This is an optimization exercise on Yosys and OpenROAD, whose aim is small area and a short achievable clock period, not a production implementation. Only simulation tests tie the RTL to the original design; equivalence was not proved. Power figures rest on the tool's default switching activity, not on a simulated workload.

==> harbor: inputs <==
## mod3_1
module mod3_1(
  input clk,
  input reset_n,
  input signed [22:0] a,
  input signed [22:0] b,
  input signed [16:0] c,
  output signed [39:0] y
);
export LEC_CHECK = 0
export ABC_AREA = 1
export CAP_MARGIN = 20
export CORE_MARGIN = 2
export CORE_UTILIZATION = 40
export SLEW_MARGIN = 70
create_clock -name core_clock -period 7.0 [get_ports {clk}]
standard.sh (not shown) runs the stock make flow with config.mk's settings and CLKGATE_MAP_FILE= SYNTH_SCRIPT=/design/flow/synth_recipe.tcl, a recipe that flattens the netlist after the stock synthesis.
==> flow/flow/run.sh <==
#!/bin/bash
# Layout flow: the standard layout (standard.sh, ORFS make) with these changes:
#  1. synthesis runs Yosys's synth with -noabc, so the generic "abc -fast" pass does not
#     restructure the adder logic before extract_fa; the rest of synth_recipe.tcl and of ORFS's
#     synth.tcl is unchanged (same registers and names).
#  2. the final ABC mapping uses flow/abc.script (area mapping, no buffering or gate sizing;
#     OpenROAD's repair steps buffer and size the netlist after placement instead).
#  3. the port buffers that placement inserts are sky130_fd_sc_hd__buf_1.
# Each tool's output goes to ORFS's own logs (orfs/logs/...), and make's output to flow_make.log.
set -euo pipefail
work=$PWD
sed 's/synth -nofsm -noshare {\*}\$args/synth -nofsm -noshare -noabc {*}$args/' \
  synth_recipe.tcl > flow_synth.tcl
grep -q -- '-noabc' flow_synth.tcl
# ORFS scripts, with the ABC area script replaced
rm -rf flow_scripts
cp -r "$FLOW_HOME/scripts" flow_scripts
cp flow/abc.script flow_scripts/abc_area.script
bash standard.sh "SYNTH_SCRIPT=$work/flow_synth.tcl" "SCRIPTS_DIR=$work/flow_scripts" \
  "BUFFER_PORTS_ARGS=-buffer_cell sky130_fd_sc_hd__buf_1" finish \
  > flow_make.log 2>&1
==> flow/flow/abc.script <==
strash
dch
map -B 0.9
topo
==> inputs of xenon, as changes to harbor <==
==> flow/flow/abc.script (replaced) <==
strash
dch
map -B 0.9
topo
stime -c
buffer -c
dnsize -c
Settings changed: CORE_UTILIZATION 40 to 65, CTS_BUF_LIST from default to sky130_fd_sc_hd__clkbuf_8, SETUP_SLACK_MARGIN from default to 3.4.
==> summary.txt <==
| item | harbor | xenon |
|---|---|---|
| Sequential fraction of total cell area | 19.4% | 19.1% |
| Power Combinational | 5830 uW | 6230 uW |
| Root buffer selected by CTS | clkbuf_16 | clkbuf_8 |
| Time the final worst path needs with I/O delays and setup | 3.83 ns | 3.56 ns |
| Area fraction in compound gates after synthesis | 11.5% | 11.1% |
| Die Footprint | 36000 um^2 | 23200 um^2 |
| Crit-path max cell delay | 0.50 ns | 0.40 ns |
| Crit path arrival time | 2.43 ns | 2.16 ns |
| Clock buffer count in the final layout | 18 | 17 |
| Final RePlAce weighted congestion | 0.889 | 0.871 |
| Critical Path Sink | y[33] | y[35] |
| Fraction of cell area in non-clock buffers | 3.41% | 3.64% |
| Outcome | complete, no violations | complete, no violations |

* * *

==> run a: inputs <==
Starting RTL as in the previous note.
## mod3_1
module mod3_1(
  input clk,
  input reset_n,
  input signed [22:0] a,
  input signed [22:0] b,
  input signed [16:0] c,
  output signed [39:0] y
);
  reg [23:0] d1n, d2n;
  reg r1q, f1q;
  reg [8:0] one_q, two_q, neg_q, onen_q, twon_q;
  reg [11:0] ylo;
  reg cyq;
  reg [27:0] h0;
  reg [27:0] h1;
  reg kq;
  wire kill = ~reset_n | f1q;
  wire [8:0] one_w, two_w, neg_w;
  wire [16:0] c1 = c;
  assign one_w[0] = c1[0] ^ 1'b0;
  assign two_w[0] = (c1[1] & ~c1[0] & ~1'b0) | (~c1[1] & c1[0] & 1'b0);
  assign neg_w[0] = c1[1];
  assign one_w[1] = c1[2] ^ c1[1];
  assign two_w[1] = (c1[3] & ~c1[2] & ~c1[1]) | (~c1[3] & c1[2] & c1[1]);
  assign neg_w[1] = c1[3];
  assign one_w[2] = c1[4] ^ c1[3];
  assign two_w[2] = (c1[5] & ~c1[4] & ~c1[3]) | (~c1[5] & c1[4] & c1[3]);
  assign neg_w[2] = c1[5];
  assign one_w[3] = c1[6] ^ c1[5];
  assign two_w[3] = (c1[7] & ~c1[6] & ~c1[5]) | (~c1[7] & c1[6] & c1[5]);
  assign neg_w[3] = c1[7];
  assign one_w[4] = c1[8] ^ c1[7];
  assign two_w[4] = (c1[9] & ~c1[8] & ~c1[7]) | (~c1[9] & c1[8] & c1[7]);
  assign neg_w[4] = c1[9];
  assign one_w[5] = c1[10] ^ c1[9];
  assign two_w[5] = (c1[11] & ~c1[10] & ~c1[9]) | (~c1[11] & c1[10] & c1[9]);
  assign neg_w[5] = c1[11];
  assign one_w[6] = c1[12] ^ c1[11];
  assign two_w[6] = (c1[13] & ~c1[12] & ~c1[11]) | (~c1[13] & c1[12] & c1[11]);
  assign neg_w[6] = c1[13];
  assign one_w[7] = c1[14] ^ c1[13];
  ...
==> flow/config.mk <==
export PLATFORM = sky130hd
export DESIGN_NAME = mod3_1
export DESIGN_NICKNAME = mod3_1
export VERILOG_FILES = /design/flow/design.v
export SDC_FILE = /design/flow/constraint.sdc
export NUM_CORES = 4
export LEC_CHECK = 0
export ABC_AREA = 1
export CAP_MARGIN = 20
export CORE_MARGIN = 2
export CORE_UTILIZATION = 65
export CTS_BUF_LIST = sky130_fd_sc_hd__clkbuf_8
export SETUP_SLACK_MARGIN = 3.4
export SLEW_MARGIN = 70
==> flow/constraint.sdc <==
create_clock -name core_clock -period 7.0 [get_ports {clk}]
set_input_delay 1.4000 -clock core_clock [delete_from_list [all_inputs] [get_ports {clk}]]
set_output_delay 1.4000 -clock core_clock [all_outputs]
set_load 0.01 [all_outputs]
==> flow/flow/run.sh <==
#!/bin/bash
# Layout flow: the standard layout (standard.sh, ORFS make) with these changes:
#  1. synthesis runs Yosys's synth with -noabc, so the generic "abc -fast" pass does not
#     restructure the adder logic before extract_fa; the rest of synth_recipe.tcl is unchanged
#     (same registers and names).
#  2. a copy of ORFS's scripts is used in which synth.tcl extracts only full adders
#     (extract_fa -fa): half adders are left to ABC as plain gates.
#  3. the port buffers that placement inserts are sky130_fd_sc_hd__buf_1.
# Each tool's output goes to ORFS's own logs (orfs/logs/...), and make's output to flow_make.log.
set -euo pipefail
work=$PWD
sed 's/synth -nofsm -noshare {\*}\$args/synth -nofsm -noshare -noabc {*}$args/' \
  synth_recipe.tcl > flow_synth.tcl
grep -q -- '-noabc' flow_synth.tcl
rm -rf flow_scripts
cp -r "$FLOW_HOME/scripts" flow_scripts
sed -i 's/^  extract_fa {\*}\[dont_use_extract_fa_args\]$/  extract_fa -fa/' flow_scripts/synth.tcl
grep -q '^  extract_fa -fa$' flow_scripts/synth.tcl
bash standard.sh "SYNTH_SCRIPT=$work/flow_synth.tcl" "SCRIPTS_DIR=$work/flow_scripts" \
  "BUFFER_PORTS_ARGS=-buffer_cell sky130_fd_sc_hd__buf_1" finish \
  > flow_make.log 2>&1
==> inputs of run b, as changes to run a <==
==> flow/flow/run.sh (replaced) <==
#!/bin/bash
# Layout flow: the standard layout (standard.sh, ORFS make) with these changes:
#  1. synthesis runs Yosys's synth with -noabc, so the generic "abc -fast" pass does not
#     restructure the adder logic before extract_fa; the rest of synth_recipe.tcl and of ORFS's
#     synth.tcl is unchanged (same registers and names).
#  2. the final ABC mapping uses flow/abc.script (area mapping, no buffering or gate sizing;
#     OpenROAD's repair steps buffer and size the netlist after placement instead).
#  3. the port buffers that placement inserts are sky130_fd_sc_hd__buf_1.
# Each tool's output goes to ORFS's own logs (orfs/logs/...), and make's output to flow_make.log.
set -euo pipefail
work=$PWD
sed 's/synth -nofsm -noshare {\*}\$args/synth -nofsm -noshare -noabc {*}$args/' \
  synth_recipe.tcl > flow_synth.tcl
grep -q -- '-noabc' flow_synth.tcl
# ORFS scripts, with the ABC area script replaced
rm -rf flow_scripts
cp -r "$FLOW_HOME/scripts" flow_scripts
cp flow/abc.script flow_scripts/abc_area.script
bash standard.sh "SYNTH_SCRIPT=$work/flow_synth.tcl" "SCRIPTS_DIR=$work/flow_scripts" \
  "BUFFER_PORTS_ARGS=-buffer_cell sky130_fd_sc_hd__buf_1" finish \
  > flow_make.log 2>&1
==> flow/flow/abc.script (new file) <==
strash
dch
map -B 0.9
topo
CORE_UTILIZATION = 40   (was 65)
CTS_BUF_LIST = default   (was sky130_fd_sc_hd__clkbuf_8)
SETUP_SLACK_MARGIN = default   (was 3.4)
SLEW_MARGIN = 20   (was 70)
==> inputs of run c, as changes to run a <==
==> flow/flow/run.sh (replaced) <==
#!/bin/bash
# Layout flow: the standard layout (standard.sh) with two changes:
#  1. synthesis runs Yosys's synth with -noabc, so the generic "abc -fast" pass does not
#     restructure the design's adder cells before extract_fa; everything else in the
#     synthesis script (synth_recipe.tcl and ORFS synth.tcl) is unchanged.
#  2. the port buffers that place inserts are sky130_fd_sc_hd__buf_1 (buffer_ports
#     -buffer_cell) instead of the cell buffer_ports picks by default.
set -euo pipefail
work=$PWD
sed 's/synth -nofsm -noshare {\*}\$args/synth -nofsm -noshare -noabc {*}$args/' \
  synth_recipe.tcl > flow_synth.tcl
grep -q -- '-noabc' flow_synth.tcl
bash standard.sh "SYNTH_SCRIPT=$work/flow_synth.tcl" \
  "BUFFER_PORTS_ARGS=-buffer_cell ${PORT_BUF:-sky130_fd_sc_hd__buf_1}" finish \
  > flow_make.log 2>&1
CORE_UTILIZATION = 40   (was 65)
CTS_BUF_LIST = default   (was sky130_fd_sc_hd__clkbuf_8)
SETUP_SLACK_MARGIN = 4.0   (was 3.4)
SLEW_MARGIN = 20   (was 70)
==> summary.txt <==
* Crit-path leading delay family: adder cells
* DR iter-0 viols at ~1,100
* Status: complete, no violations
* Gr usage total at 22.3%
* Worst Hold End: d2n[1]
* Routed wire length at 46,000 um
* Buffers excl. clock at 271
* Pwr Density at ~550 mW/mm^2
* WL met2 at 21,000 um
* R2R Path Start: twon_q[1]
the above is filed under run c

==> summary.txt <==
* Status: complete, no violations
* Crit-path leading delay family: adder cells
* Gr usage total at between 20% and 30%
* WL met2 at 16,300 um
* Buffers excl. clock at approximately 120
* Worst Hold End: d2n[22]
* DR iter-0 viols at ~860
* R2R Path Start: twon_q[0]
the above is filed under run b

==> summary.txt <==
* Status: complete, no violations
* Gr usage total at around a third
* Crit-path leading delay family: simple AND/OR/NAND/NOR gates
* Buffers excl. clock at approximately 150
* Routed wire length at 38,100 um
* DR iter-0 viols at 1,209
* R2R Path Start: neg_q[8]
the above is filed under run a

==> afterwards: timing with drivers on the ports <==
No port has a modelled driver above. Below, the same layouts with a new extraction and two added sets of constraints. Step 1 assumes that a clkbuf_16 drives the clock port and a buf_2 every other input. Step 2 adds t to the input delays and takes it off the output delays; t is the mean of the earliest and latest rising clock arrival at the registers after step 1. Input paths then give back, and output paths get back, about the clock's delay inside the block. a / b / c = ideal / step 1 / step 2; a / b = the first two.
run | t (ns) | slack for setup (ns) | worst setup path after step 2 | cell pins on the clock port's net
harbor | 0.472 | 3.171 / 3.123 / 3.165 | input to register | 1
xenon | 0.507 | 3.442 / 3.396 / 3.334 | input to register | 1
run a | 0.512 | 3.414 / 3.366 / 3.221 | input to register | 1
run b | 0.469 | 3.080 / 3.080 / 3.080 | register to register | 1
run c | 0.492 | 3.472 / 3.422 / 3.614 | input to register | 1
After both steps setup and hold are still met in every run listed. The setup slack of run a, which loses most, moves by -0.048 ns with the drivers and by -0.193 ns with both steps.
